Source: an optimization exercise on an open RTL-to-GDS flow (aim: small area and a short achievable clock period). Production flows keep margins and buffers that such runs may drop.
Only simulation tests tie the RTL to the original design; equivalence was not proved.

==> inputs of run G <==
## TopModule
module TopModule(
    input clk,
    input rst,
    input stallingControl,
    input forwardControl,
    output [31:0] imem_addr,
    input  [31:0] imem_rdata,
    output [31:0] dmem_addr,
    output [31:0] dmem_wdata,
    output dmem_we,
    output dmem_re,
    input  [31:0] dmem_rdata,
    output wb_we,
    output [4:0] wb_addr,
    output [31:0] wb_data
    );
clock: 7.0 ns
lec_check: 0
cap_margin: 20
core_margin: 2
core_utilization: 40
slew_margin: 20
run.sh (not shown) runs the stock make flow with config.mk's settings and CLKGATE_MAP_FILE= SYNTH_SCRIPT=/design/flow/synth_recipe.tcl, a recipe that flattens the netlist after the stock synthesis.
==> run Z: changes against run G <==
==> flow/design.v (replaced) <==
`timescale 1ns / 1ps
module TopModule(
    input clk,
    input rst,
    input stallingControl,
    input forwardControl,
    output [31:0] imem_addr,
    input  [31:0] imem_rdata,
    output [31:0] dmem_addr,
    output [31:0] dmem_wdata,
    output dmem_we,
    output dmem_re,
    input  [31:0] dmem_rdata,
    output wb_we,
    output [4:0] wb_addr,
    output [31:0] wb_data
    );
   reg  [31:0] fq;             
   reg  [31:0] pc;             
   reg  [31:0] pcn;            
   reg  [31:0] ir;             
   reg  [31:0] rsv, rtv;       
   reg         e_rw, e_mr, e_mw, e_regdst;              
   reg         e_sub, e_or, e_and, e_xor;               
   reg  [4:0]  e_rt, e_rd;
   reg  [31:0] e_a, e_b;
   reg  [31:0] e_bx;           
   reg         e_fa1, e_fb1;   
   reg  [31:0] e_af, e_bf;     
   reg  [31:0] m_alu, m_st;    
   reg  [4:0]  m_wa;
   reg         m_rw, m_mr, m_mw;
   reg  [31:0] w_d;            
   reg  [4:0]  w_wa;
   reg         w_rw;
   wire [5:0] op = ir[31:26];
   wire [4:0] rs = ir[25:21];
   wire [4:0] rt = ir[20:16];
   wire [4:0] rd = ir[15:11];
   wire d_isR  = (op[5:2] == 4'b0000);
   wire d_lw   = (op == 6'b100011);
   wire d_sw   = (op == 6'b101011);
   wire d_beq  = (op == 6'b000100);
   wire d_xori = (op == 6'b001111);
   wire d_j    = (op == 6'b100000);
   wire d_rw   = d_isR | d_lw | d_xori;
   wire d_sub  = ~op[5] & ~op[3] & (op[1:0] == 2'b01);
   wire taken = (rsv == rtv);
   assign imem_addr = pc;
   wire x_rd    = (e_rd == rs) | (e_rd == rt);
   wire x_rt    = (e_rt == rs) | (e_rt == rt);
   wire lu      = e_mr & x_rt;
   wire stallb  = d_beq & ((e_rw & x_rd) | (e_mr & x_rt));
   wire flushc  = d_beq & taken & (~x_rd | (e_mr & ~x_rt));
   wire sc      = stallingControl;
   wire hazard  = sc & lu & ~d_beq;
   wire flush   = sc & flushc;
   wire pcwrite = ~(sc & (lu | stallb));
   wire irload  = (pc == 32'd0) | (pcwrite & ~flush);
   wire [4:0] e_wa = e_regdst ? e_rd : e_rt;
   wire        redir = ~hazard & ((d_beq & taken) | d_j);
   wire [31:0] tgt   = d_beq ? pc + {{14{ir[15]}}, ir[15:0], 2'b00}
                             : {pc[31:28], ir[25:0], 2'b00};
   reg  [31:0] rf [1:31];
   wire [31:0] rfa [0:31];
   assign rfa[0] = 32'd0;
   wire [31:0] wdn = m_mr ? dmem_rdata : m_alu;     
   wire [31:0] wd1 = wdn | {32{rst}};
   wire [31:0] wd0 = wdn & ~{32{rst}};
   genvar gi;
   generate
      for (gi = 1; gi < 32; gi = gi + 1) begin : g_rf
         localparam [31:0] RV = gi * 10;
         always @(posedge clk)
            if (rst | (m_rw & (m_wa == gi)))
               rf[gi] <= (RV & wd1) | (~RV & wd0);
         assign rfa[gi] = rf[gi];
      end
   endgenerate
   wire [4:0]  frs = fq[25:21];
   wire [4:0]  frt = fq[20:16];
   wire [31:0] lrs = (frs == 5'd0) ? 32'd0 :
                     (m_rw & (m_wa == frs)) ? wdn : rfa[frs];
   wire [31:0] lrt = (frt == 5'd0) ? 32'd0 :
                     (m_rw & (m_wa == frt)) ? wdn : rfa[frt];
   wire [31:0] hrs = (m_rw & (m_wa == rs) & (rs != 5'd0)) ? wdn : rsv;
   wire [31:0] hrt = (m_rw & (m_wa == rt) & (rt != 5'd0)) ? wdn : rtv;
   always @(posedge clk) begin
      if (rst) fq <= 32'd0;
      else     fq <= imem_rdata;
      if (rst)          pcn <= 32'd0;
      else if (pcwrite) pcn <= pc + 32'd1;
      if (rst)          pc <= 32'd0;
      else if (redir)   pc <= tgt;
      else if (pcwrite) pc <= pc + 32'd1;
      else              pc <= pcn;
      if (rst | flush) begin
         ir  <= 32'd0;
         rsv <= 32'd0;
         rtv <= 32'd0;
      end else if (irload) begin
         ir  <= fq;
         rsv <= lrs;
         rtv <= lrt;
      end else begin
         rsv <= hrs;
         rtv <= hrt;
      end
   end
   wire [31:0] d_bx  = ((d_lw | d_sw | d_xori) ? {{16{ir[15] & ~d_xori}}, ir[15:0]} : rtv)
                       ^ {32{d_sub}};
   wire        d_fa1 = e_rw & (e_wa != 5'd0) & (e_wa == rs);
   wire        d_fa2 = m_rw & (m_wa != 5'd0) & (m_wa == rs);
   wire        d_fb1 = e_rw & (e_wa != 5'd0) & (e_wa == rt);
   wire        d_fb2 = m_rw & (m_wa != 5'd0) & (m_wa == rt);
   always @(posedge clk) begin
      if (rst) begin
         e_rw    <= 1'b0;
         e_mr    <= 1'b0;
         e_mw    <= 1'b0;
      end else begin
         e_rw    <= ~hazard & d_rw;
         e_mr    <= ~hazard & d_lw;
         e_mw    <= ~hazard & d_sw;
      end
      e_regdst <= d_isR;
      e_sub    <= d_sub;
      e_or     <= (op[5] | op[3]) ? 1'b0 : (op[1:0] == 2'b10);
      e_and    <= (op[5] | op[3]) ? 1'b0 : (op[1:0] == 2'b11);
      e_xor    <= ~op[5] & op[3];
      e_rt     <= rt;
      e_rd     <= rd;
      e_a      <= rsv;
      e_b      <= rtv;
      e_bx     <= d_bx;
      e_fa1    <= d_fa1;
      e_fb1    <= d_fb1;
      e_af     <= d_fa1 ? 32'd0 : d_fa2 ? wdn : rsv;
      e_bf     <= d_fb1 ? 32'd0 : d_fb2 ? (wdn ^ {32{d_sub}}) : d_bx;
   end
   wire [31:0] opa = ({32{e_fa1}} & m_alu) | e_af;
   wire [31:0] opb = ({32{e_fb1}} & (m_alu ^ {32{e_sub}})) | e_bf;
   wire        e_log = e_xor | e_or | e_and;
   wire [32:0] sumf = {opa, 1'b1} + {opb, e_sub};
   wire [32:0] sum0 = {e_a, 1'b1} + {e_bx, e_sub};
   wire [31:0] logf = e_xor ? (opa ^ opb) : e_or ? (opa | opb) : (opa & opb);
   wire [31:0] log0 = e_xor ? (e_a ^ e_bx) : e_or ? (e_a | e_bx) : (e_a & e_bx);
   wire [31:0] resf = e_log ? logf : sumf[32:1];
   wire [31:0] res0 = e_log ? log0 : sum0[32:1];
   wire [31:0] res  = forwardControl ? resf : res0;
   always @(posedge clk) begin
      if (rst) begin
         m_rw <= 1'b0;
         m_mr <= 1'b0;
         m_mw <= 1'b0;
         w_rw <= 1'b0;
      end else begin
         m_rw <= e_rw;
         m_mr <= e_mr;
         m_mw <= e_mw;
         w_rw <= m_rw;
      end
      m_alu <= res;
      m_st  <= e_b;
      m_wa  <= e_wa;
      w_d   <= wdn;
      w_wa  <= m_wa;
   end
   assign dmem_addr  = m_alu;
   assign dmem_wdata = m_st;
   assign dmem_we    = m_mw;
   assign dmem_re    = m_mr;
   assign wb_we   = w_rw;
   assign wb_addr = w_wa;
   assign wb_data = w_d;
endmodule
==> flow/config.mk (replaced) <==
export PLATFORM = sky130hd
export DESIGN_NAME = TopModule
export DESIGN_NICKNAME = TopModule
export VERILOG_FILES = /design/flow/design.v
export SDC_FILE = /design/flow/constraint.sdc
export NUM_CORES = 4
export LEC_CHECK = 0
export CAP_MARGIN = 20
export CORE_MARGIN = 2
export CORE_UTILIZATION = 55
export CTS_CLUSTER_DIAMETER = 80
export CTS_CLUSTER_SIZE = 24
export PLACE_DENSITY = 0.65
export SETUP_SLACK_MARGIN = 4.0
export SLEW_MARGIN = 20
==> run P: changes against run G <==
==> flow/design.v (replaced) <==
`timescale 1ns / 1ps
module TopModule(
    input clk,
    input rst,
    input stallingControl,
    input forwardControl,
    output [31:0] imem_addr,
    input  [31:0] imem_rdata,
    output [31:0] dmem_addr,
    output [31:0] dmem_wdata,
    output dmem_we,
    output dmem_re,
    input  [31:0] dmem_rdata,
    output wb_we,
    output [4:0] wb_addr,
    output [31:0] wb_data
    );
   reg  [31:0] fq;             
   reg  [31:0] pc;             
   reg  [31:0] pcn;            
   reg  [31:0] ir;             
   reg  [31:0] rsv, rtv;       
   reg         e_rw, e_mr, e_mw, e_regdst;              
   reg         e_sub, e_or, e_and, e_xor;               
   reg  [4:0]  e_rt, e_rd;
   reg  [31:0] e_a, e_b;
   reg  [31:0] e_bx;           
   reg         e_fa1, e_fb1;   
   reg  [31:0] e_af, e_bf;     
   reg  [31:0] m_alu, m_st;    
   reg  [4:0]  m_wa;
   reg         m_rw, m_mr, m_mw;
   reg  [31:0] w_d;            
   reg  [4:0]  w_wa;
   reg         w_rw;
   wire [5:0] op = ir[31:26];
   wire [4:0] rs = ir[25:21];
   wire [4:0] rt = ir[20:16];
   wire [4:0] rd = ir[15:11];
   wire d_isR  = (op[5:2] == 4'b0000);
   wire d_lw   = (op == 6'b100011);
   wire d_sw   = (op == 6'b101011);
   wire d_beq  = (op == 6'b000100);
   wire d_xori = (op == 6'b001111);
   wire d_j    = (op == 6'b100000);
   wire d_rw   = d_isR | d_lw | d_xori;
   wire d_sub  = ~op[5] & ~op[3] & (op[1:0] == 2'b01);
   wire taken = (rsv == rtv);
   assign imem_addr = pc;
   wire x_rd    = (e_rd == rs) | (e_rd == rt);
   wire x_rt    = (e_rt == rs) | (e_rt == rt);
   wire lu      = e_mr & x_rt;
   wire stallb  = d_beq & ((e_rw & x_rd) | (e_mr & x_rt));
   wire flushc  = d_beq & taken & (~x_rd | (e_mr & ~x_rt));
   wire sc      = stallingControl;
   wire hazard  = sc & lu & ~d_beq;
   wire flush   = sc & flushc;
   wire pcwrite = ~(sc & (lu | stallb));
   wire irload  = (pc == 32'd0) | (pcwrite & ~flush);
   wire [4:0] e_wa = e_regdst ? e_rd : e_rt;
   wire        redir = ~hazard & ((d_beq & taken) | d_j);
   wire [31:0] tgt   = d_beq ? pc + {{14{ir[15]}}, ir[15:0], 2'b00}
                             : {pc[31:28], ir[25:0], 2'b00};
   reg  [31:0] rf [1:31];
   wire [31:0] rfa [0:31];
   assign rfa[0] = 32'd0;
   wire [31:0] wdn = m_mr ? dmem_rdata : m_alu;     
   wire [31:0] wd1 = wdn | {32{rst}};
   wire [31:0] wd0 = wdn & ~{32{rst}};
   genvar gi;
   generate
      for (gi = 1; gi < 32; gi = gi + 1) begin : g_rf
         localparam [31:0] RV = gi * 10;
         always @(posedge clk)
            if (rst | (m_rw & (m_wa == gi)))
               rf[gi] <= (RV & wd1) | (~RV & wd0);
         assign rfa[gi] = rf[gi];
      end
   endgenerate
   wire [4:0]  frs = fq[25:21];
   wire [4:0]  frt = fq[20:16];
   wire [31:0] lrs = (frs == 5'd0) ? 32'd0 :
                     (m_rw & (m_wa == frs)) ? wdn : rfa[frs];
   wire [31:0] lrt = (frt == 5'd0) ? 32'd0 :
                     (m_rw & (m_wa == frt)) ? wdn : rfa[frt];
   wire [31:0] hrs = (m_rw & (m_wa == rs) & (rs != 5'd0)) ? wdn : rsv;
   wire [31:0] hrt = (m_rw & (m_wa == rt) & (rt != 5'd0)) ? wdn : rtv;
   always @(posedge clk) begin
      if (rst) fq <= 32'd0;
      else     fq <= imem_rdata;
      if (rst)          pcn <= 32'd0;
      else if (pcwrite) pcn <= pc + 32'd1;
      if (rst)          pc <= 32'd0;
      else if (redir)   pc <= tgt;
      else if (pcwrite) pc <= pc + 32'd1;
      else              pc <= pcn;
      if (rst | flush) begin
         ir  <= 32'd0;
         rsv <= 32'd0;
         rtv <= 32'd0;
      end else if (irload) begin
         ir  <= fq;
         rsv <= lrs;
         rtv <= lrt;
      end else begin
         rsv <= hrs;
         rtv <= hrt;
      end
   end
   wire [31:0] d_bx  = ((d_lw | d_sw | d_xori) ? {{16{ir[15] & ~d_xori}}, ir[15:0]} : rtv)
                       ^ {32{d_sub}};
   wire        d_fa1 = e_rw & (e_wa != 5'd0) & (e_wa == rs);
   wire        d_fa2 = m_rw & (m_wa != 5'd0) & (m_wa == rs);
   wire        d_fb1 = e_rw & (e_wa != 5'd0) & (e_wa == rt);
   wire        d_fb2 = m_rw & (m_wa != 5'd0) & (m_wa == rt);
   always @(posedge clk) begin
      if (rst) begin
         e_rw    <= 1'b0;
         e_mr    <= 1'b0;
         e_mw    <= 1'b0;
      end else begin
         e_rw    <= ~hazard & d_rw;
         e_mr    <= ~hazard & d_lw;
         e_mw    <= ~hazard & d_sw;
      end
      e_regdst <= d_isR;
      e_sub    <= d_sub;
      e_or     <= (op[5] | op[3]) ? 1'b0 : (op[1:0] == 2'b10);
      e_and    <= (op[5] | op[3]) ? 1'b0 : (op[1:0] == 2'b11);
      e_xor    <= ~op[5] & op[3];
      e_rt     <= rt;
      e_rd     <= rd;
      e_a      <= rsv;
      e_b      <= rtv;
      e_bx     <= d_bx;
      e_fa1    <= d_fa1;
      e_fb1    <= d_fb1;
      e_af     <= d_fa1 ? 32'd0 : d_fa2 ? wdn : rsv;
      e_bf     <= d_fb1 ? 32'd0 : d_fb2 ? (wdn ^ {32{d_sub}}) : d_bx;
   end
   wire [31:0] opa = ({32{e_fa1}} & m_alu) | e_af;
   wire [31:0] opb = ({32{e_fb1}} & (m_alu ^ {32{e_sub}})) | e_bf;
   wire        e_log = e_xor | e_or | e_and;
   wire [32:0] sumf = {opa, 1'b1} + {opb, e_sub};
   wire [32:0] sum0 = {e_a, 1'b1} + {e_bx, e_sub};
   wire [31:0] logf = e_xor ? (opa ^ opb) : e_or ? (opa | opb) : (opa & opb);
   wire [31:0] log0 = e_xor ? (e_a ^ e_bx) : e_or ? (e_a | e_bx) : (e_a & e_bx);
   wire [31:0] resf = e_log ? logf : sumf[32:1];
   wire [31:0] res0 = e_log ? log0 : sum0[32:1];
   wire [31:0] res  = forwardControl ? resf : res0;
   always @(posedge clk) begin
      if (rst) begin
         m_rw <= 1'b0;
         m_mr <= 1'b0;
         m_mw <= 1'b0;
         w_rw <= 1'b0;
      end else begin
         m_rw <= e_rw;
         m_mr <= e_mr;
         m_mw <= e_mw;
         w_rw <= m_rw;
      end
      m_alu <= res;
      m_st  <= e_b;
      m_wa  <= e_wa;
      w_d   <= wdn;
      w_wa  <= m_wa;
   end
   assign dmem_addr  = m_alu;
   assign dmem_wdata = m_st;
   assign dmem_we    = m_mw;
   assign dmem_re    = m_mr;
   assign wb_we   = w_rw;
   assign wb_addr = w_wa;
   assign wb_data = w_d;
endmodule
==> flow/config.mk (replaced) <==
export PLATFORM = sky130hd
export DESIGN_NAME = TopModule
export DESIGN_NICKNAME = TopModule
export VERILOG_FILES = /design/flow/design.v
export SDC_FILE = /design/flow/constraint.sdc
export NUM_CORES = 4
export LEC_CHECK = 0
export CAP_MARGIN = 20
export CORE_MARGIN = 2
export CORE_UTILIZATION = 55
export CTS_CLUSTER_DIAMETER = 80
export CTS_CLUSTER_SIZE = 24
export PLACE_DENSITY = 0.65
export SETUP_SLACK_MARGIN = 3.7
export SLEW_MARGIN = 20
==> summary of the runs <==
Of run G and run P, run G has the higher worst hold slack (gap 0.019 ns).
Design area, lowest first: run G, run P, run Z.
In run P the synthesized cell count is higher than in run G, by 18%.
Fmax: run G < run P < run Z.

## separate check: timing with driven ports
Ports are ideal in the flow. The routed layouts listed here were re-timed in OpenROAD.
Step 1 (the two cells are an assumption about what drives the block):
set clk [get_ports {clk}]
set_driving_cell -lib_cell sky130_fd_sc_hd__clkbuf_16 $clk
set_driving_cell -lib_cell sky130_fd_sc_hd__buf_2 [delete_from_list [all_inputs] $clk]
Step 2 moves the port delays by t, midway between the first and last clock arrival at a register: inputs arrive t later, outputs are due t later. That takes back most of the time a late clock gives input paths.
a / b / c = ideal / step 1 / step 2; a / b = the first two.
| run | t, ns | setup slack, ns | hold slack, ns | latest minus earliest clock arrival (ns) | worst data-port slew with drivers (ns) |
|---|---|---|---|---|---|
| run G | 0.882 | 1.491 / 1.538 / 0.656 | 0.353 / 0.353 / 0.353 | 0.073 / 0.072 | 0.09 |
| run Z | 0.801 | 3.574 / 3.574 / 3.079 | 0.332 / 0.332 / 0.332 | 0.047 / 0.048 | 0.12 |
| run P | 0.793 | 3.537 / 3.537 / 2.897 | 0.334 / 0.334 / 0.334 | 0.062 / 0.061 | 0.12 |
After both steps every run listed still meets setup and hold. The setup slack of run G, which loses most, moves by +0.047 ns with the drivers and by -0.835 ns with both steps.
